What follows belongs to an exercise in optimizing a design on an open flow for small area and a short achievable clock period; a production flow would make more cautious choices. No functional check of the RTL was part of any run shown here. Power is estimated from default activity; no workload was simulated.

`design/flow/flow/run.sh`:
```
#!/bin/bash
# Own layout flow: the standard layout (standard.sh) with three changes to
# synthesis only. Registers, flattening, renaming, and floorplan to finish are
# as in the standard flow.
#  1. Yosys's full/half-adder extraction (ADDER_MAP_FILE) is skipped, so ABC
#     maps adders and comparators as plain logic with fast carry paths.
#  2. The combinational modules opsel_a, opsel_b (register-bank read port
#     merged with operand forwarding) and flagpc (flags and next address) are
#     replaced by gl.v, hand-mapped sky130hd netlists of the same functions,
#     which flow/gen_gl.py writes here first. Synthesis treats them as black
#     boxes (SYNTH_BLACKBOXES), and they are read in before the final flatten.
#  3. ABC maps the rest of the top module for area (flow/own_abc.script in
#     place of ORFS's speed script): its logic is off the critical paths,
#     which run through the hand-mapped modules.
# One change to placement: the buffers that the standard flow puts on every
# input and output port are sky130_fd_sc_hd__buf_1 (BUFFER_PORTS_ARGS) rather
# than the delay cell buffer_ports picks by default; the resizer may size them.
set -euo pipefail
W=$PWD
python3 flow/gen_gl.py gl.v > gen_gl.log 2>&1
{
  head -n 1 synth_recipe.tcl
  echo 'set ::env(ADDER_MAP_FILE) ""'
  echo "set ::own_abc_script $W/flow/own_abc.script"
  echo 'proc own_fix_abc {args} { global abc_args; set i [lsearch -exact $abc_args -script]; if {$i >= 0} { lset abc_args [expr {$i + 1}] $::own_abc_script } }'
  echo 'trace add variable ::abc_args write own_fix_abc'
  sed -n '2p' synth_recipe.tcl
  echo "read_verilog -overwrite $W/gl.v"
  echo 'hierarchy -check -top $::env(DESIGN_NAME)'
  tail -n +3 synth_recipe.tcl
} > own_synth.tcl
sed "s#SYNTH_SCRIPT=[^ ]*#SYNTH_SCRIPT=$W/own_synth.tcl#" standard.sh > own_standard.sh
export SYNTH_BLACKBOXES='opsel_a opsel_b flagpc'
export BUFFER_PORTS_ARGS='-buffer_cell sky130_fd_sc_hd__buf_1'
bash own_standard.sh finish > flow_make.log 2>&1
```
`design/flow/design.v`:
```
`timescale 1ns / 1ps
module Microprocessor(ins, A, B, current_address, ans_ex, mux_ans_dm, ans_wb, data_out, data_in, interrupt, clk, reset,
                      pm_data, dm_en, dm_we, dm_wdata, dm_rdata);
input [7:0] data_in;
input clk;
input interrupt;
input reset;
input [19:0] pm_data;
input [7:0] dm_rdata;
output [7:0] data_out;
output [19:0] ins;
output [7:0] A;
output [7:0] B;
output [7:0] current_address;
output [7:0] ans_ex;
output [7:0] mux_ans_dm;
output [7:0] ans_wb;
output dm_en;
output dm_we;
output [7:0] dm_wdata;
reg        rst_d;                     
reg [19:0] ins_temp;                  
reg        stall_pm, Q_LD, Q_JMP1, Q_JMP2;
reg [7:0]  address_hold;              
reg        interrupt_reg;
reg [7:0]  current_adr_reg;
reg [1:0]  flag_reg;
reg        Load_reg, imm_sel, mem_en_dec, mem_rw_dec;
reg [4:0]  op_dec;
reg [4:0]  Rw1, Rw2, Rw3, Rw4;
reg        dmA, dmB;                  
reg        ubA, ubB;                  
reg        exA, exB, rgA, rgB, wbA, wbB;   
reg [7:0]  ans_ex_r, data_out_r, B_Bypass;
reg        mem_en_ex, mem_rw_ex;
reg [1:0]  flag_ex_clk;               
reg [7:0]  ans_reg;
reg        mem_mux_sel_dm;
reg [7:0]  ans_wb_r;
reg [7:0]  rf [0:31];
wire [4:0] ra_raw = ins_temp[9:5];
wire [4:0] rb_raw = ins_temp[4:0];
wire [4:0] Imm    = ins_temp[4:0];
assign ins = stall_pm ? ins_temp : pm_data;
wire [4:0] op_i = ins[19:15];
wire d_jump    = (op_i == 5'b11000);
wire d_conj    = (ins[19:17] == 3'b111);
wire d_load    = (op_i == 5'b10100) & ~Load_reg;
wire clear_adr = ~(d_jump | d_conj | Load_reg);
wire ld_st     = (ins[19:16] == 4'b1010);
wire [4:0] rw1_n = (reset & clear_adr) ? ins[14:10] : 5'b0;
wire [4:0] rw2_n = reset ? Rw1 : 5'b0;
wire [4:0] rw3_n = reset ? Rw2 : 5'b0;
wire [4:0] rw4_n = reset ? Rw3 : 5'b0;
wire z1 = (Rw1 == 5'b0), z2 = (Rw2 == 5'b0), z3 = (Rw3 == 5'b0);
function [1:0] fsel;
	input rst, clr;
	input [4:0] r;
	input [4:0] w2, w3, w4;
	input y2, y3, y4;
	reg e2, e3, e4;
	begin
		e2 = ~rst | (clr ? (r == w2) : y2);
		e3 = ~rst | (clr ? (r == w3) : y3);
		e4 = ~rst | (clr ? (r == w4) : y4);
		fsel = e2 ? 2'b01 : e3 ? 2'b10 : e4 ? 2'b11 : 2'b00;
	end
endfunction
wire [1:0] selA_n = fsel(reset, clear_adr, ins[9:5], Rw1, Rw2, Rw3, z1, z2, z3);
wire [1:0] selB_n = fsel(reset, clear_adr, ins[4:0], Rw1, Rw2, Rw3, z1, z2, z3);
wire       msel_n = reset & mem_en_ex & ~mem_rw_ex;
wire       imm_n  = reset & ~ins[19] & ins[18];
wire [255:0] rfv;
genvar g;
generate
	for (g = 0; g < 32; g = g + 1) begin : rfw
		assign rfv[g*8 +: 8] = rf[g];
	end
endgenerate
assign mux_ans_dm = mem_mux_sel_dm ? dm_rdata : ans_reg;
wire [7:0] A_f, B_f, A_c, B_c;        
opsel_a opA(.y(A), .yf(A_f), .yc(A_c), .m(rfv), .a(ra_raw), .ub(ubA), .tex(exA),
            .treg(rgA), .twb(wbA), .tdm(dmA),
            .ex(ans_ex_r), .rg(ans_reg), .wb(ans_wb_r), .dm(dm_rdata));
opsel_b opB(.y(B), .yf(B_f), .yc(B_c), .m(rfv), .a(rb_raw), .ub(ubB), .tex(exB),
            .treg(rgB), .twb(wbB), .tdm(dmB),
            .ex(ans_ex_r), .rg(ans_reg), .wb(ans_wb_r), .dm(dm_rdata), .timm(imm_sel), .imm(Imm));
wire       lo     = ~op_dec[4];
wire [2:0] f      = op_dec[2:0];
wire       e_add  = lo & (f == 3'b000);
wire       e_sub  = lo & (f == 3'b001);
wire       e_mov  = lo & (f == 3'b010);
wire       e_and  = lo & (f == 3'b100);
wire       e_or   = lo & (f == 3'b101);
wire       e_xor  = lo & (f == 3'b110);
wire       e_not  = lo & (f == 3'b111);
wire       e_pasa = (op_dec[4:1] == 4'b1010);             
wire       e_in   = (op_dec == 5'b10110);
wire       e_shl  = (op_dec == 5'b11001);
wire       e_sar  = (op_dec == 5'b11011);
wire       e_sh   = e_shl | (op_dec == 5'b11010) | e_sar;
wire       e_keep = (op_dec == 5'b10000) | (op_dec == 5'b10001) | (op_dec == 5'b10111) |
                    (op_dec == 5'b11000) | (op_dec[4:2] == 3'b111);    
wire [3:0] lut = ({4{e_mov}}  & 4'b1010) | ({4{e_and}} & 4'b1000) | ({4{e_or}} & 4'b1110) |
                 ({4{e_xor}}  & 4'b0110) | ({4{e_not}} & 4'b0101) | ({4{e_pasa}} & 4'b1100);
wire [7:0] lres;
genvar gi;
generate
	for (gi = 0; gi < 8; gi = gi + 1) begin : lu
		assign lres[gi] = lut[{A[gi], B[gi]}];
	end
endgenerate
wire [7:0] sum = A + (B ^ {8{f[0]}}) + {7'b0, f[0]};
wire [2:0] s = B[2:0];
wire [7:0] Ar = {A[0], A[1], A[2], A[3], A[4], A[5], A[6], A[7]};
wire [7:0] shin = e_shl ? Ar : A;
wire       fill = e_sar & A[7];
wire [15:0] shw = {{8{fill}}, shin} >> s;
wire [7:0] sho = shw[7:0];
wire [7:0] shres = e_shl ? {sho[0], sho[1], sho[2], sho[3], sho[4], sho[5], sho[6], sho[7]} : sho;
wire [7:0] ans_temp = lres | ({8{e_add | e_sub}} & sum) | ({8{e_in}} & data_in) |
                      ({8{e_sh}} & shres) | ({8{e_keep}} & ans_ex_r);
wire j_ret = (op_i == 5'b10000);
wire [7:0] jmp_loc = j_ret ? current_adr_reg : (interrupt_reg ? 8'hf0 : ins[7:0]);
wire [7:0] inc_adr = address_hold + 8'd1;
wire [7:0] Jr = rst_d ? jmp_loc : 8'b0;
wire e_fkeep = e_pasa | (op_dec == 5'b10111) | (op_dec == 5'b11000) | (op_dec[4:2] == 3'b111);   
wire zk = (e_in & (data_in == 8'b0)) | (e_fkeep & flag_ex_clk[1]);
wire ck = e_fkeep & flag_ex_clk[0];
wire z_f, c_f, stall;
wire [7:0] ca_i;                      
flagpc fpc(.ca(current_address), .cai(ca_i), .Z(z_f), .C(c_f), .A(A_f), .B(B_f), .AC(A_c), .BC(B_c), .e_add(e_add), .e_sub(e_sub),
           .e_eq(e_sub | e_xor), .e_mov(e_mov), .e_and(e_and), .e_or(e_or), .e_not(e_not),
           .e_shl(e_shl), .e_shr((op_dec == 5'b11010) | e_sar), .zk(zk), .ck(ck), .op(op_i),
           .H(address_hold), .I(inc_adr), .Jr(Jr), .rst_d(rst_d), .Q_LD(Q_LD), .Q_JMP2(Q_JMP2),
           .intr(interrupt_reg), .stall(stall));
wire [1:0] flag_ex = {z_f, c_f};
assign ans_ex   = ans_ex_r;
assign data_out = data_out_r;
assign ans_wb   = ans_wb_r;
assign dm_en    = mem_en_ex;
assign dm_we    = mem_rw_ex;
assign dm_wdata = B_Bypass;
always @(posedge clk) begin
	rst_d        <= reset;
	ins_temp     <= ins;
	address_hold <= ca_i;
	stall_pm     <= reset & stall;
	Q_LD         <= reset & rst_d & (op_i == 5'b10100) & ~Q_LD;
	Q_JMP1       <= reset & rst_d & (ins[19:17] == 3'b111) & ~Q_JMP2;
	Q_JMP2       <= reset & Q_JMP1;
	interrupt_reg   <= reset & interrupt;
	current_adr_reg <= reset ? (interrupt ? ca_i : current_adr_reg) : 8'b0;
	flag_reg        <= reset ? (interrupt ? flag_ex : flag_reg) : 2'b0;
	Load_reg   <= reset & d_load;
	imm_sel    <= imm_n;
	mem_en_dec <= reset & ld_st & ~mem_en_dec;
	mem_rw_dec <= reset & ins[0] & ~mem_rw_dec;
	op_dec     <= reset ? op_i : 5'b0;
	Rw1 <= rw1_n;
	Rw2 <= rw2_n;
	Rw3 <= rw3_n;
	Rw4 <= rw4_n;
	dmA  <= (selA_n == 2'b10) & msel_n;
	dmB  <= (selB_n == 2'b10) & msel_n & ~imm_n;
	ubA  <= (selA_n == 2'b00);
	ubB  <= (selB_n == 2'b00) & ~imm_n;
	exA  <= (selA_n == 2'b01);
	exB  <= (selB_n == 2'b01) & ~imm_n;
	rgA  <= (selA_n == 2'b10) & ~msel_n;
	rgB  <= (selB_n == 2'b10) & ~msel_n & ~imm_n;
	wbA  <= (selA_n == 2'b11);
	wbB  <= (selB_n == 2'b11) & ~imm_n;
	ans_ex_r    <= reset ? ans_temp : 8'b0;
	data_out_r  <= reset ? ((op_dec == 5'b10111) ? A : data_out_r) : 8'b0;
	B_Bypass    <= B;
	mem_en_ex   <= reset & mem_en_dec;
	mem_rw_ex   <= reset & mem_rw_dec;
	flag_ex_clk <= flag_ex;
	ans_reg        <= reset ? ans_ex_r : 8'b0;
	mem_mux_sel_dm <= msel_n;
	ans_wb_r       <= reset ? mux_ans_dm : 8'b0;
end
wire [7:0] wd0 = ans_wb_r & {8{rst_d}};
wire [7:0] wd1 = ans_wb_r | {8{~rst_d}};
generate
	for (g = 0; g < 32; g = g + 1) begin : bank
		localparam [7:0] RV = ((g / 10) << 4) | (g % 10);
		wire we = ~rst_d | (Rw4 == g);
		wire [7:0] wd = (wd1 & RV) | (wd0 & ~RV);
		always @(posedge clk)
			if (we) rf[g] <= wd;
	end
endgenerate
endmodule
`timescale 1ns / 1ps
module flagpc(ca, cai, Z, C, A, B, AC, BC, e_add, e_sub, e_eq, e_mov, e_and, e_or, e_not, e_shl, e_shr, zk, ck, op,
              H, I, Jr, rst_d, Q_LD, Q_JMP2, intr, stall);
output [7:0] ca, cai;           
output Z, C, stall;
input [7:0] A, B;
input [7:0] AC, BC;              
input e_add, e_sub, e_eq, e_mov, e_and, e_or, e_not, e_shl, e_shr, zk, ck;
input [4:0] op;                
input [7:0] H, I, Jr;
input rst_d, Q_LD, Q_JMP2, intr;
wire [8:0] sum = {1'b0, A} + {1'b0, B};
wire [8:0] sumc = {1'b0, AC} + {1'b0, BC};
wire [2:0] s = B[2:0];
wire [7:0] mlo = 8'hff >> s;
wire [7:0] mhi = 8'hff << s;
wire [7:0] zx = A ^ B;
wire [7:0] zp = AC | BC;
wire z_add = ~zx[0] & (zx[7:1] == zp[6:0]);
assign Z = zk | (e_add & z_add) | (e_eq & (A == B)) | (e_mov & (B == 8'b0)) |
           (e_and & ((A & B) == 8'b0)) | (e_or & ((AC | BC) == 8'b0)) | (e_not & (B == 8'hff)) |
           ((e_shl | e_shr) & ((A & (({8{e_shl}} & mlo) | ({8{e_shr}} & mhi))) == 8'b0));
assign C = ck | (e_add & sumc[8]) | (e_sub & (AC >= BC) & (B != 8'b0));
wire fsel = op[1];
wire conj = (op[4:2] == 3'b111);
assign stall = rst_d & (((op == 5'b10100) & ~Q_LD) | (op == 5'b10001) | (conj & ~Q_JMP2));
wire ts = (op == 5'b11000) | (op == 5'b10000) | intr;
wire T1 = ts | (conj & ~op[0]);
wire T0 = ts | (conj &  op[0]);
wire F = fsel ? Z : C;
wire [7:0] seq = stall ? H : I;
wire [7:0] P1 = T1 ? Jr : (seq & {8{rst_d}});
wire [7:0] P0 = T0 ? Jr : (seq & {8{rst_d}});
assign ca = F ? P1 : P0;
assign cai = ca;
endmodule
`timescale 1ns / 1ps
module opsel_a(y, yf, yc, m, a, ub, tex, treg, twb, tdm, ex, rg, wb, dm);
output [7:0] y, yf, yc;
input [255:0] m;
input [4:0] a;
input ub, tex, treg, twb, tdm;
input [7:0] ex, rg, wb, dm;
assign yf = y;
assign yc = y;
assign y = ({8{ub}} & m[a*8 +: 8]) | ({8{tex}} & ex) | ({8{treg}} & rg) | ({8{twb}} & wb) | ({8{tdm}} & dm);
endmodule
module opsel_b(y, yf, yc, m, a, ub, tex, treg, twb, tdm, ex, rg, wb, dm, timm, imm);
output [7:0] y, yf, yc;
input [255:0] m;
input [4:0] a;
input ub, tex, treg, twb, tdm;
input [7:0] ex, rg, wb, dm;
input timm;
input [4:0] imm;
assign yf = y;
assign yc = y;
assign y = ({8{ub}} & m[a*8 +: 8]) | ({8{tex}} & ex) | ({8{treg}} & rg) | ({8{twb}} & wb) | ({8{tdm}} & dm) |
           {3'b000, {5{timm}} & imm};
endmodule
```
`design/flow/standard.sh`:
```
#!/bin/bash
# synth_recipe.tcl (not shown) runs the flow's synth.tcl, then flattens the netlist and writes it again
# the make line also repeats each setting of config.mk as NAME=value (left out here)
make -C /OpenROAD-flow-scripts/flow DESIGN_CONFIG=/design/flow/config.mk WORK_HOME=/design/flow/orfs CLKGATE_MAP_FILE= SYNTH_SCRIPT=/design/flow/synth_recipe.tcl "${@:-finish}"
```
`design/flow/flow/own_abc.script`:
```
strash
dch
amap -F 5
topo
```
`design/flow/flow/gen_gl.py`:
```
#!/usr/bin/env python3
"""Generates hand-mapped sky130hd netlists for the combinational modules
opsel_a, opsel_b (register-bank read port merged with the operand-forwarding
mux) and flagpc (ALU flags and next program-memory address).
Each has the same function as the behavioural module of the same name in
rtl/RB.v / rtl/JumpControlBlock.v.  Usage: gen_gl.py OUTFILE (run by flow/run.sh)"""
import sys
P = 'sky130_fd_sc_hd__'

class Mod:
    def __init__(self, name, ports, decls):
        self.name, self.ports, self.decls = name, ports, decls
        self.cells, self.wires, self.n = [], [], 0
    def w(self, name):
        self.wires.append(name)
        return name
    def c(self, typ, out, **pins):
        self.n += 1
        if out is not None:
            op, net = out
            pins[op] = net
        conn = ', '.join('.%s(%s)' % (k, v) for k, v in pins.items())
        self.cells.append('  %s%s g%d (%s);' % (P, typ, self.n, conn))
    def g(self, typ, opin, **pins):
        """cell with a fresh output wire, returns the wire"""
        o = self.w('n%d' % (self.n + 1))
        self.c(typ, (opin, o), **pins)
        return o
    def text(self):
        s = 'module %s(%s);\n' % (self.name, ', '.join(self.ports))
        s += ''.join('  %s;\n' % d for d in self.decls)
        s += ''.join('  wire %s;\n' % x for x in self.wires)
        s += '\n'.join(self.cells) + '\nendmodule\n'
        return s

def opsel(name, with_imm):
    ports = ['y', 'yf', 'yc', 'm', 'a', 'ub', 'tex', 'treg', 'twb', 'tdm', 'ex', 'rg', 'wb', 'dm']
    decls = ['output [7:0] y, yf, yc', 'input [255:0] m', 'input [4:0] a', 'input ub, tex, treg, twb, tdm',
             'input [7:0] ex, rg, wb, dm']
    if with_imm:
        ports += ['timm', 'imm']
        decls += ['input timm', 'input [4:0] imm']
    M = Mod(name, ports, decls)
    an = [M.g('inv_1', 'Y', A='a[%d]' % i) for i in range(5)]
    bit = lambda i, v: ('a[%d]' % i) if v else an[i]
    pn = [M.g('nand3_1', 'Y', A='ub', B=bit(0, k & 1), C=bit(1, k >> 1)) for k in range(4)]
    qn = [M.g('nand3_1', 'Y', A=bit(2, j & 1), B=bit(3, (j >> 1) & 1), C=bit(4, j >> 2)) for j in range(8)]
    s = [M.g('nor2_1', 'Y', A=pn[i & 3], B=qn[i >> 2]) for i in range(32)]
    for b in range(8):
        terms = [(s[i], 'm[%d]' % (i * 8 + b)) for i in range(32)]
        terms += [('tex', 'ex[%d]' % b), ('treg', 'rg[%d]' % b), ('twb', 'wb[%d]' % b)]
        if with_imm and b < 5:
            terms.append(('timm', 'imm[%d]' % b))
        lo = []   # active-low partial terms
        for k in range(0, len(terms), 2):
            pr = terms[k:k + 2]
            if len(pr) == 2:
                lo.append(M.g('a22oi_1', 'Y', A1=pr[0][0], A2=pr[0][1], B1=pr[1][0], B2=pr[1][1]))
            else:
                lo.append(M.g('nand2_1', 'Y', A=pr[0][0], B=pr[0][1]))
        assert len(lo) == 18, len(lo)
        hi = [M.g('nand3_1', 'Y', A=lo[k], B=lo[k + 1], C=lo[k + 2]) for k in range(0, 18, 3)]   # active-high partial ORs
        dn = M.g('nand2_1', 'Y', A='tdm', B='dm[%d]' % b)
        for out in ('y', 'yf', 'yc'):     # each copy has its own last two levels
            v0 = M.g('nor3_1', 'Y', A=hi[0], B=hi[1], C=hi[2])
            v1 = M.g('nor3_1', 'Y', A=hi[3], B=hi[4], C=hi[5])
            M.c('nand3_1', ('Y', '%s[%d]' % (out, b)), A=v0, B=v1, C=dn)
    return M

def flagpc():
    ports = ['ca', 'cai', 'Z', 'C', 'A', 'B', 'AC', 'BC', 'e_add', 'e_sub', 'e_eq', 'e_mov', 'e_and', 'e_or', 'e_not',
             'e_shl', 'e_shr', 'zk', 'ck', 'op', 'H', 'I', 'Jr', 'rst_d', 'Q_LD', 'Q_JMP2', 'intr', 'stall']
    decls = ['output [7:0] ca, cai', 'output Z, C, stall', 'input [7:0] A, B, AC, BC',
             'input e_add, e_sub, e_eq, e_mov, e_and, e_or, e_not, e_shl, e_shr, zk, ck',
             'input [4:0] op', 'input [7:0] H, I, Jr', 'input rst_d, Q_LD, Q_JMP2, intr']
    M = Mod('flagpc', ports, decls)
    a = ['A[%d]' % i for i in range(8)]
    b = ['B[%d]' % i for i in range(8)]
    xn = [M.g('xnor2_1', 'Y', A=a[i], B=b[i]) for i in range(8)]
    gn = [M.g('nand2_1', 'Y', A=a[i], B=b[i]) for i in range(8)]
    ac = ['AC[%d]' % i for i in range(8)]
    bc = ['BC[%d]' % i for i in range(8)]
    pn = [M.g('nor2_1', 'Y', A=ac[i], B=bc[i]) for i in range(8)]
    bn = [M.g('inv_1', 'Y', A=b[i]) for i in range(8)]
    ne = {k: M.g('inv_1', 'Y', A=k) for k in ('e_add', 'e_eq', 'e_mov', 'e_and', 'e_or', 'e_not', 'zk', 'op[1]')}
    ne['fsel'] = ne['op[1]']
    ne_sh = M.g('nor2_1', 'Y', A='e_shl', B='e_shr')
    def zero8(v, nen):
        f1 = M.g('nand4_1', 'Y', A=v[0], B=v[1], C=v[2], D=v[3])
        f2 = M.g('nand4_1', 'Y', A=v[4], B=v[5], C=v[6], D=v[7])
        if nen is None:
            return None, f1, f2
        return M.g('nor3_1', 'Y', A=f1, B=f2, C=nen), f1, f2
    t = [xn[0]] + [M.g('xnor2_1', 'Y', A=xn[i], B=pn[i - 1]) for i in range(1, 8)]
    zadd, _, _ = zero8(t, ne['e_add'])
    zeq, _, _ = zero8(xn, ne['e_eq'])
    zmov, fM1, fM2 = zero8(bn, ne['e_mov'])
    znot, _, _ = zero8(b, ne['e_not'])
    zand, _, _ = zero8(gn, ne['e_and'])
    zor, _, _ = zero8(pn, ne['e_or'])
    # shift thresholds th[k] = (B[2:0] <= k)
    th = [None] * 8
    th[0] = M.g('nor3_1', 'Y', A=b[0], B=b[1], C=b[2])
    th[1] = M.g('nor2_1', 'Y', A=b[1], B=b[2])
    th[2] = M.g('a21oi_1', 'Y', A1=b[1], A2=b[0], B1=b[2])
    th[3] = bn[2]
    th[4] = M.g('o21ai_0', 'Y', A1=b[1], A2=b[0], B1=b[2])
    th[5] = M.g('nand2_1', 'Y', A=b[2], B=b[1])
    th[6] = M.g('nand3_1', 'Y', A=b[2], B=b[1], C=b[0])
    wn = [None] * 8
    wn[0] = M.g('a21oi_1', 'Y', A1='e_shr', A2=th[0], B1='e_shl')
    wn[7] = M.g('a21oi_1', 'Y', A1='e_shl', A2=th[0], B1='e_shr')
    for i in range(1, 7):
        wn[i] = M.g('a22oi_1', 'Y', A1='e_shl', A2=th[7 - i], B1='e_shr', B2=th[i])
    k = [M.g('nand2b_1', 'Y', A_N=wn[i], B=a[i]) for i in range(8)]
    _, fS1, fS2 = zero8(k, None)
    zsh = M.g('nor3_1', 'Y', A=fS1, B=fS2, C=ne_sh)
    y1 = M.g('nor3_1', 'Y', A=zadd, B=zeq, C=zmov)
    y2 = M.g('nor3_1', 'Y', A=znot, B=zand, C=zor)
    y3 = M.g('nor2_1', 'Y', A=zsh, B='zk')
    M.c('nand3_1', ('Y', 'Z'), A=y1, B=y2, C=y3)
    y2f = M.g('nor4_1', 'Y', A=znot, B=zand, C=zor, D=ne['fsel'])   # y2 & fsel
    # carries: prefix trees on active-low generate / propagate, generates gated by the op
    def carry(gl, pl):
        G10 = M.g('o21ai_0', 'Y', A1=pl[1], A2=gl[0], B1=gl[1])
        G32 = M.g('o21ai_0', 'Y', A1=pl[3], A2=gl[2], B1=gl[3])
        P32 = M.g('nor2_1', 'Y', A=pl[3], B=pl[2])
        G54 = M.g('o21ai_0', 'Y', A1=pl[5], A2=gl[4], B1=gl[5])
        P54 = M.g('nor2_1', 'Y', A=pl[5], B=pl[4])
        G76 = M.g('o21ai_0', 'Y', A1=pl[7], A2=gl[6], B1=gl[7])
        P76 = M.g('nor2_1', 'Y', A=pl[7], B=pl[6])
        G30n = M.g('a21oi_1', 'Y', A1=P32, A2=G10, B1=G32)
        G74n = M.g('a21oi_1', 'Y', A1=P76, A2=G54, B1=G76)
        P74n = M.g('nand2_1', 'Y', A=P76, B=P54)
        return M.g('o21ai_0', 'Y', A1=P74n, A2=G30n, B1=G74n)
    gan = [M.g('nand3_1', 'Y', A=ac[i], B=bc[i], C='e_add') for i in range(8)]
    cadd_e = carry(gan, pn)
    gsn = [M.g('nand3b_1', 'Y', A_N=bc[i], B=ac[i], C='e_sub') for i in range(8)]
    psn = [M.g('nor2b_1', 'Y', A=ac[i], B_N=bc[i]) for i in range(8)]
    bcn0 = M.g('inv_1', 'Y', A=bc[0])
    gsn[0] = M.g('o21ai_0', 'Y', A1=ac[0], A2=bcn0, B1='e_sub')   # carry-in 1: bit 0 generates when a0 | ~b0
    csub_e = carry(gsn, psn)
    bnz = M.g('or2_1', 'X', A=fM1, B=fM2)
    Cn = M.g('a211oi_1', 'Y', A1=csub_e, A2=bnz, B1=cadd_e, C1='ck')
    M.c('inv_1', ('Y', 'C'), A=Cn)
    # F = fsel ? Z : C  =  ~(fsel & y1 & y2 & y3 | ~fsel & Cn)
    # decode of the instruction in decode (op = ins[19:15]): stall and jumps
    i15, i16, i17, i18, i19 = ('op[%d]' % k for k in range(5))
    c1 = M.g('nor2_1', 'Y', A=i15, B='Q_LD')                 # ~i15 & ~Q_LD
    bb = M.g('mux2_1', 'X', A0=i15, A1=c1, S=i17)            # LD (i17) or HLT (~i17) pattern of the low bits
    aa = M.g('nor2_1', 'Y', A=i18, B=i16)
    nqj = M.g('inv_1', 'Y', A='Q_JMP2')
    dd = M.g('and3_1', 'X', A=i18, B=i17, C=nqj)             # conditional jump, not repeated
    ee = M.g('a21o_1', 'X', A1=aa, A2=bb, B1=dd)
    M.c('and3_1', ('X', 'stall'), A='rst_d', B=i19, C=ee)
    uu = M.g('nor3_1', 'Y', A=i17, B=i16, C=i15)
    jr = M.g('a21o_1', 'X', A1=uu, A2=i19, B1='intr')        # JMP, RET or interrupt
    cj = M.g('and3_1', 'X', A=i19, B=i18, C=i17)
    n15 = M.g('inv_1', 'Y', A=i15)
    T1 = M.g('a21o_1', 'X', A1=cj, A2=n15, B1=jr)
    T0 = M.g('a21o_1', 'X', A1=cj, A2=i15, B1=jr)
    # next address: seq = stall ? H : I; P_f = T_f ? Jr : (seq & rst_d); ca = F ? P_1 : P_0
    nrst = M.g('inv_1', 'Y', A='rst_d')
    for i in range(8):
        seqn = M.g('mux2i_1', 'Y', A0='I[%d]' % i, A1='H[%d]' % i, S='stall')
        sr = M.g('nor2_1', 'Y', A=seqn, B=nrst)
        p1n = M.g('mux2i_1', 'Y', A0=sr, A1='Jr[%d]' % i, S=T1)
        p0n = M.g('mux2i_1', 'Y', A0=sr, A1='Jr[%d]' % i, S=T0)
        if i % 4 == 0:   # F = fsel ? Z : C, one copy per four bits
            F = M.g('a32oi_1', 'Y', A1=y1, A2=y2f, A3=y3, B1=ne['fsel'], B2=Cn)
        M.c('mux2i_1', ('Y', 'ca[%d]' % i), A0=p0n, A1=p1n, S=F)
        M.c('mux2i_1', ('Y', 'cai[%d]' % i), A0=p0n, A1=p1n, S=F)
    return M

with open(sys.argv[1], 'w') as f:
    f.write('// Generated by gen_gl.py: hand-mapped sky130hd netlists.\n')
    for M in (opsel('opsel_a', False), opsel('opsel_b', True), flagpc()):
        f.write(M.text())
```
`design/flow/config.mk`:
```
export PLATFORM = sky130hd
export DESIGN_NAME = Microprocessor
export DESIGN_NICKNAME = Microprocessor
export VERILOG_FILES = /design/flow/design.v
export SDC_FILE = /design/flow/constraint.sdc
export NUM_CORES = 4
export LEC_CHECK = 0
export CAP_MARGIN = 10
export CORE_MARGIN = 2
export CORE_UTILIZATION = 50
export CTS_CLUSTER_DIAMETER = 100
export CTS_CLUSTER_SIZE = 26
export SETUP_SLACK_MARGIN = 4.3
export SLEW_MARGIN = 10
```
`design/flow/constraint.sdc`:
```
create_clock -name core_clock -period 11.0 [get_ports {clk}]
set_input_delay 2.2000 -clock core_clock [delete_from_list [all_inputs] [get_ports {clk}]]
set_output_delay 2.2000 -clock core_clock [all_outputs]
set_load 0.01 [all_outputs]
```
==> results of run 1 <==
[cells in the final DEF (no fill, tap or decap), drive strengths merged, types with 22 or more instances in the layout]
master / count
a21oi: 38
a22oi: 296
buf: 180
clkbuf: 33
clkinv: 94
dfxtp: 126
edfxtp: 256
inv: 32
mux2i: 40
nand2: 69
nand3: 184
nand4: 32
nor2: 205
nor2b: 22
nor3: 125
o21ai: 77
o22ai: 87
[timing repair]
action | CTS | global route
resized for setup | 139 | 176
endpoints found under the setup margin | 8 | 8
hold buffers | 0 | 0
pin swaps | 2 | 19
cloned | 1 | 1
buffers inserted | 1 | 23
endpoints found under the hold margin | 0 | 0
[area by class of cell]
class                   count  area [um^2]
clock buffers              29          534
diodes                      1         2.50
multi-input cells        1293         8880
well taps                 461          577
repair buffers            184          942
fillers                  3069        14000
clock inverters             5         60.1
flip-flops and latches    382        10200
inverters                 125          483
[worst max path at each step]
stage / from / to / slack [ns] / cells after the start
floorplan: dm_rdata[1] / current_address[0] / 4.43 / 9
global placement: dm_rdata[2] / current_address[3] / 4.05 / 13
detailed placement: dm_rdata[2] / current_address[3] / 4.03 / 13
CTS: dm_rdata[0] / current_address[3] / 4.30 / 13
global route: ubA$_DFF_P_ / current_address[3] / 4.25 / 15
finish: ubA$_DFF_P_ / current_address[3] / 4.36 / 15
[where the power goes]
| part | leakage (nW) | internal (mW) | switching, mW |
|---|---|---|---|
| Clock | 0.293 | 0.361 | 0.474 |
| Sequential | 3.65 | 1.64 | 0.0933 |
| Combinational | 3.64 | 0.260 | 0.531 |
| Total | 7.58 | 2.26 | 1.10 |
[per-layer routing]
metal  track usage [%]  share of wire [%]  wire [um]
met4              11.8                3.7       2570
met1              50.6                 40      28400
met3              6.40                 11       7660
met5                 0                  0          0
met2              55.6                 45      31500
[worst reg2reg max path: stages, from the launching register on]
cell	delay, ns
dfxtp_1	0.55
nand3_4	0.35
nor2_2	0.48
a22oi_1	0.13
nand3_1	0.24
nor3_1	0.09
nand3_1	0.53
clkinv_1	0.54
a22oi_1	0.39
o21ai_0	0.20
a21oi_1	0.26
nor3_1	0.10
o41ai_1	0.55
nand2_1	0.11
o211ai_1	0.13
a41oi_1	0.17
==> out/metrics.yaml, run 1 <==
status: "complete, no violations"
final_area_um2: 21700
setup_viol: 0
ctsHtreeMaxLevel: 1
drtPass1Iterations: 8
syn2layout_area_growth_pct: 19.1
end_kind: "primary output"
cap_violations: 0
worstPathCellList: "nand3_4 > nor2_2 > a22oi_1 > nand3_1 > nor3_2 > nand3_2 > xnor2_2 > xnor2_1 > nand4_1 > nor3_2 > nor3_1 > a32oi_2 > buf_6 > mux2i_2 > buf_2"
hold_start: "mem_rw_dec$_DFF_P_"
path_class: "reg2out"
synth_area_per_cell_um2: 10.1
grt_overflow_total: 0
maxSlewViolCount: 0
final_hold_viol_count: 0
yosysWarnings: 2
fin_setup_tns_ns: 0
clk_latency_ns: 0.56
grt_pass1_wl_mm: 101
cp_top_family: "simple AND/OR/NAND/NOR gates"
p_leak_nw: 7.58
power_density_nw_per_um2: 155
placedInstanceArea_um2: 19600
die-area_um2: 38000
cp-start-kind: "flip-flop"
setup_slack_ns: 4.36
power_mw: 3.36
io_buffers: 124
slowest_delay_ns: 0.59
timing.final.crit_share_pct: 60.3
tightest_slew_ns: 1.24
rrSetupSlack_ns: 6.00
ir_drop_uv: 154
dp_cells: 2419
cp_common_cell: "nor3_2"
relSlewSlack_pct: 17.6
synth_cells: 1798
final_cells: 2480
min_path_type: "reg2reg"
clock-root-buffer: "clkbuf_16"
grt_usage_pct: 35.7
rsz0062_at_grt: "no"
hpwlAfterDp_mm: 52.0
hold_path_depth: 1
crit_buf_inv: 2
final_util_pct: 60.7
num_rows: 69
worstPathRequired_ns: 8.80
cp.arrival_ns: 4.44
grt_pass1_vias: 15700
drtIter0Drc: 2481
die_w_um: 195
syn_nets: 1837
cts_buffers: 19
final_nets: 2044
place_ws_ns: 4.03
r2r-end: "ans_ex_r[7]$_SDFF_PN0_"
coreArea_um2: 35700
top_level_ports: 125
place_congestion: 1.08
reg2reg_depth: 15
largest_reg_flops: 256
tritoncts: "done"
viasPerCell: 6.94
min_period_ns: 6.64
wire_per_inst_um: 28.3
fp.dieH_um: 195
cts_max_path_buffers: 3
fmax_ghz: 0.151
postRouteAntennaNets: 0
clock_skew_ns: 0.0406
start_util_pct: 51.0
hold_path_end: "mem_rw_dec$_DFF_P_"
top_register: "rf"
top_regs: "rf x256, ins_temp x20"
finalWirelength_mm: 70.2
slowest_stage: "dfxtp_1"
antenna_found_initial: 1
vias: 17200
cts.sinks: 382
drive_above_1_share_pct: 16.8
fin_worst_hold_slack_ns: 0.411
netlist_area_um2: 18200
grt_max_degree: 63
cp_max_fo: 8
drc: 0
r2r-start: "ubB$_DFF_P_"
path_clk_slew_ns: 0.10
==> run 2: changes to the inputs <==
--- a/design/flow/design.v
+++ b/design/flow/design.v
@@ -78,11 +78,11 @@
 	end
 endgenerate
 assign mux_ans_dm = mem_mux_sel_dm ? dm_rdata : ans_reg;
-wire [7:0] A_f, B_f, A_c, B_c;        
-opsel_a opA(.y(A), .yf(A_f), .yc(A_c), .m(rfv), .a(ra_raw), .ub(ubA), .tex(exA),
+wire [7:0] A_f, B_f;                  
+opsel_a opA(.y(A), .yf(A_f), .m(rfv), .a(ra_raw), .ub(ubA), .tex(exA),
             .treg(rgA), .twb(wbA), .tdm(dmA),
             .ex(ans_ex_r), .rg(ans_reg), .wb(ans_wb_r), .dm(dm_rdata));
-opsel_b opB(.y(B), .yf(B_f), .yc(B_c), .m(rfv), .a(rb_raw), .ub(ubB), .tex(exB),
+opsel_b opB(.y(B), .yf(B_f), .m(rfv), .a(rb_raw), .ub(ubB), .tex(exB),
             .treg(rgB), .twb(wbB), .tdm(dmB),
             .ex(ans_ex_r), .rg(ans_reg), .wb(ans_wb_r), .dm(dm_rdata), .timm(imm_sel), .imm(Imm));
 wire       lo     = ~op_dec[4];
@@ -129,7 +129,7 @@
 wire ck = e_fkeep & flag_ex_clk[0];
 wire z_f, c_f, stall;
 wire [7:0] ca_i;                      
-flagpc fpc(.ca(current_address), .cai(ca_i), .Z(z_f), .C(c_f), .A(A_f), .B(B_f), .AC(A_c), .BC(B_c), .e_add(e_add), .e_sub(e_sub),
+flagpc fpc(.ca(current_address), .cai(ca_i), .Z(z_f), .C(c_f), .A(A_f), .B(B_f), .AC(A_f), .BC(B_f), .e_add(e_add), .e_sub(e_sub),
            .e_eq(e_sub | e_xor), .e_mov(e_mov), .e_and(e_and), .e_or(e_or), .e_not(e_not),
            .e_shl(e_shl), .e_shr((op_dec == 5'b11010) | e_sar), .zk(zk), .ck(ck), .op(op_i),
            .H(address_hold), .I(inc_adr), .Jr(Jr), .rst_d(rst_d), .Q_LD(Q_LD), .Q_JMP2(Q_JMP2),
@@ -230,18 +230,17 @@
 assign cai = ca;
 endmodule
 `timescale 1ns / 1ps
-module opsel_a(y, yf, yc, m, a, ub, tex, treg, twb, tdm, ex, rg, wb, dm);
-output [7:0] y, yf, yc;
+module opsel_a(y, yf, m, a, ub, tex, treg, twb, tdm, ex, rg, wb, dm);
+output [7:0] y, yf;
 input [255:0] m;
 input [4:0] a;
 input ub, tex, treg, twb, tdm;
 input [7:0] ex, rg, wb, dm;
 assign yf = y;
-assign yc = y;
 assign y = ({8{ub}} & m[a*8 +: 8]) | ({8{tex}} & ex) | ({8{treg}} & rg) | ({8{twb}} & wb) | ({8{tdm}} & dm);
 endmodule
-module opsel_b(y, yf, yc, m, a, ub, tex, treg, twb, tdm, ex, rg, wb, dm, timm, imm);
-output [7:0] y, yf, yc;
+module opsel_b(y, yf, m, a, ub, tex, treg, twb, tdm, ex, rg, wb, dm, timm, imm);
+output [7:0] y, yf;
 input [255:0] m;
 input [4:0] a;
 input ub, tex, treg, twb, tdm;
@@ -249,7 +248,6 @@
 input timm;
 input [4:0] imm;
 assign yf = y;
-assign yc = y;
 assign y = ({8{ub}} & m[a*8 +: 8]) | ({8{tex}} & ex) | ({8{treg}} & rg) | ({8{twb}} & wb) | ({8{tdm}} & dm) |
            {3'b000, {5{timm}} & imm};
 endmodule
--- a/design/flow/flow/gen_gl.py
+++ b/design/flow/flow/gen_gl.py
@@ -34,8 +34,8 @@
         return s
 
 def opsel(name, with_imm):
-    ports = ['y', 'yf', 'yc', 'm', 'a', 'ub', 'tex', 'treg', 'twb', 'tdm', 'ex', 'rg', 'wb', 'dm']
-    decls = ['output [7:0] y, yf, yc', 'input [255:0] m', 'input [4:0] a', 'input ub, tex, treg, twb, tdm',
+    ports = ['y', 'yf', 'm', 'a', 'ub', 'tex', 'treg', 'twb', 'tdm', 'ex', 'rg', 'wb', 'dm']
+    decls = ['output [7:0] y, yf', 'input [255:0] m', 'input [4:0] a', 'input ub, tex, treg, twb, tdm',
              'input [7:0] ex, rg, wb, dm']
     if with_imm:
         ports += ['timm', 'imm']
@@ -58,13 +58,25 @@
                 lo.append(M.g('a22oi_1', 'Y', A1=pr[0][0], A2=pr[0][1], B1=pr[1][0], B2=pr[1][1]))
             else:
                 lo.append(M.g('nand2_1', 'Y', A=pr[0][0], B=pr[0][1]))
-        assert len(lo) == 18, len(lo)
-        hi = [M.g('nand3_1', 'Y', A=lo[k], B=lo[k + 1], C=lo[k + 2]) for k in range(0, 18, 3)]   # active-high partial ORs
+        hi = []   # active-high partial ORs
+        k = 0
+        while k < len(lo):
+            grp = lo[k:k + 4]
+            if len(grp) == 4:
+                hi.append(M.g('nand4_1', 'Y', A=grp[0], B=grp[1], C=grp[2], D=grp[3]))
+            elif len(grp) == 3:
+                hi.append(M.g('nand3_1', 'Y', A=grp[0], B=grp[1], C=grp[2]))
+            elif len(grp) == 2:
+                hi.append(M.g('nand2_1', 'Y', A=grp[0], B=grp[1]))
+            else:
+                hi.append(M.g('inv_1', 'Y', A=grp[0]))
+            k += 4
+        assert len(hi) == 5, len(hi)
+        v0 = M.g('nor3_1', 'Y', A=hi[0], B=hi[1], C=hi[2])
+        v1 = M.g('nor2_1', 'Y', A=hi[3], B=hi[4])
         dn = M.g('nand2_1', 'Y', A='tdm', B='dm[%d]' % b)
-        for out in ('y', 'yf', 'yc'):     # each copy has its own last two levels
-            v0 = M.g('nor3_1', 'Y', A=hi[0], B=hi[1], C=hi[2])
-            v1 = M.g('nor3_1', 'Y', A=hi[3], B=hi[4], C=hi[5])
-            M.c('nand3_1', ('Y', '%s[%d]' % (out, b)), A=v0, B=v1, C=dn)
+        M.c('nand3_1', ('Y', 'y[%d]' % b), A=v0, B=v1, C=dn)
+        M.c('nand3_1', ('Y', 'yf[%d]' % b), A=v0, B=v1, C=dn)
     return M
 
 def flagpc():
==> out/metrics.yaml, run 2 <==
die-area_um2: 37100  # -2.4%
timing.final.crit_share_pct: 60.5  # +0.19 points
critical_path.startpoint: "ins_temp[0]$_DFF_P_"
start_util_pct: 50.4  # -0.62 points
finalWirelength_mm: 64.6  # -7.9%
use_met1_pct: 49.4  # -1.2 points
place_congestion: 0.997  # -7.5%
final_nets: 1945  # -4.8%
synth_cells: 1702  # -5.3%
slowest_stage: "dfxtp_2"
worstPathRequired_ns: 8.80  # about the same
cap_violations: 0  # unchanged
final_cell_mix: "a22oi_1 (290), edfxtp_1 (256), nor2_1 (157), buf_1 (116), dfxtp_1 (115)"
fmax_ghz: 0.150  # -0.31%
grt_pass1_wl_mm: 92.6  # -8.4%
top_register: "rf"
tightest_slew_ns: 1.22  # -0.0164 ns
ctsHtreeMaxLevel: 1  # unchanged
die_w_um: 193  # -1.2%
slowest_delay_ns: 0.43  # -0.16 ns
end_kind: "primary output"
gr-usage-met3_pct: 9.00  # +2.6 points
antenna_found_initial: 1  # unchanged
grt_overflow_total: 0  # unchanged
ir_drop_uv: 127  # -17%
syn2layout_area_growth_pct: 17.0
fp.dieH_um: 193  # -1.2%
setup_viol: 0  # unchanged
r2r-start: "ins_temp[1]$_DFF_P_"
clock-root-buffer: "clkbuf_16"
grt_usage_pct: 33.8  # -1.9 points
vias: 16500  # -4.2%
min_period_ns: 6.66  # +0.0206 ns
holdBufCountCts: 0  # unchanged
rsz0062_at_grt: "no"
hpwlAfterDp_mm: 46.5  # -11%
power_density_nw_per_um2: 156  # +0.91%
cts_buffers: 18  # -1
min_path_type: "reg2reg"
clock_skew_ns: 0.0213  # -0.0193 ns
cts_max_path_buffers: 3  # unchanged
wire_per_inst_um: 27.2  # -3.9%
worstPathCellList: "inv_1 > nand3_4 > nor2_2 > a22oi_1 > nand4_1 > nor3_4 > nand3_4 > nor2_4 > xnor2_1 > nand4_1 > nor3_1 > nor3_1 > a32oi_1 > buf_4 > mux2i_1 > buf_1"
r2r-end: "ans_ex_r[7]$_SDFF_PN0_"
rrSetupSlack_ns: 6.01  # about the same
io_buffers: 124  # unchanged
netlist_area_um2: 17800  # -2.4%
grt_util_met2_pct: 48.3  # -7.3 points
coreArea_um2: 35300  # -1.2%
relSlewSlack_pct: 17.9  # +0.32 points
largest_reg_flops: 256  # unchanged
drc: 0  # unchanged
reg2reg_depth: 17  # +2
path_class: "reg2out"
postRouteAntennaNets: 0  # unchanged
viasPerCell: 6.92  # -0.17%
p_leak_nw: 6.96  # -8.3%
cp.arrival_ns: 4.46  # +0.02 ns
cts.sinks: 382  # unchanged
top_usage_layer: "met1"
crit_end: "current_address[1]"
n_fill_cell: 2997  # -2.3%
final_hold_viol_count: 0  # unchanged
diodes: 0  # -1
synth_area_per_cell_um2: 10.5  # +3.1%
drtPass1Iterations: 7  # -1
fin_setup_tns_ns: 0  # unchanged
cp-start-kind: "flip-flop"
mostFrequentLayoutCell: "a22oi_1"
yosysWarnings: 2  # unchanged
grt_pass1_vias: 14700  # -6.3%
path_clk_slew_ns: 0.10  # about the same
drtIter0Drc: 2510  # +1.2%
maxSlewViolCount: 0  # unchanged
drive_above_1_share_pct: 12.8  # -4.0 points
status: "complete, no violations"
top_regs: "rf x256, ins_temp x20"
clk_latency_ns: 0.54  # -0.02 ns
power_mw: 3.25  # -3.2%
num_rows: 69  # unchanged
fin_worst_hold_slack_ns: 0.411  # -0.000303 ns
syn_nets: 1741  # -5.2%
tritoncts: "done"
grt_max_degree: 49  # -22%
top_level_ports: 125  # unchanged
cp_max_fo: 8  # unchanged
-- run 2: how the worst min path moves through the flow --
stage	slack (ns)	from	cells after the start	to
2_1_floorplan	0.38	mem_rw_dec$_DFF_P_	1	mem_rw_dec$_DFF_P_
3_3_place_gp	0.40	mem_rw_dec$_DFF_P_	1	mem_rw_dec$_DFF_P_
3_5_place_dp	0.40	mem_rw_dec$_DFF_P_	1	mem_rw_dec$_DFF_P_
4_1_cts	0.41	mem_rw_dec$_DFF_P_	1	mem_rw_dec$_DFF_P_
5_1_grt	0.44	Q_LD$_DFF_P_	1	Q_LD$_DFF_P_
6_report	0.41	mem_rw_dec$_DFF_P_	1	mem_rw_dec$_DFF_P_
-- run 2: layout make-up --
| class | instances | area [um^2] | area share (%) |
|---|---|---|---|
| Clock buffer | 30 | 517 | 2.48 |
| Clock inverter | 2 | 10.0 | 0.0481 |
| Inverter | 125 | 473 | 2.27 |
| Multi-Input combinational cell | 1198 | 8090 | 38.9 |
| Sequential cell | 382 | 10200 | 49.2 |
| Tap cell | 461 | 577 | 2.77 |
| Timing Repair Buffer | 181 | 913 | 4.39 |
-- run 2: critical path: cells and delay by family (launching register included) --
| family | cells | cell delay [ns] |
|---|---|---|
| XOR/XNOR | 1 | 0.17 |
| multiplexers | 1 | 0.20 |
| AO/OA/AOI/OAI | 2 | 0.47 |
| flip-flops | 1 | 0.43 |
| buffers and inverters | 3 | 0.53 |
| AND/OR/NAND/NOR | 9 | 2.10 |
-- run 2: per-layer routing --
metal / share of wire, % / wire length, um
met1: 41 / 26500
met2: 43 / 27900
met3: 12 / 7960
met4: 3.4 / 2210
met5: 0 / 0
-- run 2: power breakdown --
part / internal [mW] / leakage [nW] / switching [mW]
Sequential: 1.64 / 3.65 / 0.0966
Combinational: 0.248 / 3.04 / 0.494
Clock: 0.328 / 0.256 / 0.445
-- run 2: repair_timing --
| action | 4_1_cts | 5_1_grt |
|---|---|---|
| pin swaps | 15 | 46 |
| setup endpoints to repair | 8 | 8 |
| hold endpoints to repair | 0 | 0 |
| setup buffers | 5 | 25 |
| resized for setup | 83 | 145 |
| gates cloned | 2 | 1 |
-- run 2: through the flow --
stage                     utilization (%)  std cells  instance area (um^2)  setup WS, ns
final                                59.0       2379                 20800          4.34
after global routing                 59.0       2379                 20800          4.23
after detailed placement             54.0       2313                 19100          3.98
after floorplan                         -       1702                 17800          4.37
after CTS                            56.7       2352                 20000          4.30
after global placement               54.0       2313                 19100          3.98

## what the ideal ports hide
No port has a modelled driver above. Below, the same layouts with a new extraction and two added sets of constraints. Step 1 assumes that a clkbuf_16 drives the clock port and a buf_2 every other input. Step 2 adds t to the input delays and takes it off the output delays; t is the mean of the earliest and latest rising clock arrival at the registers after step 1. Input paths then give back, and output paths get back, about the clock's delay inside the block. Three values: ideal, step 1, step 2; two values: the first two.
run	shift t [ns]	setup slack, ns	worst setup path after step 2	clock arrival spread, ns
run 1	0.601	4.362 / 4.303 / 4.334	input to output	0.040 / 0.041
run 2	0.589	4.341 / 4.285 / 4.317	input to output	0.023 / 0.023
After both steps setup and hold are still met in every run listed. For run 1, which loses most, drivers alone change the setup slack by -0.059 ns; drivers and shift together by -0.028 ns.
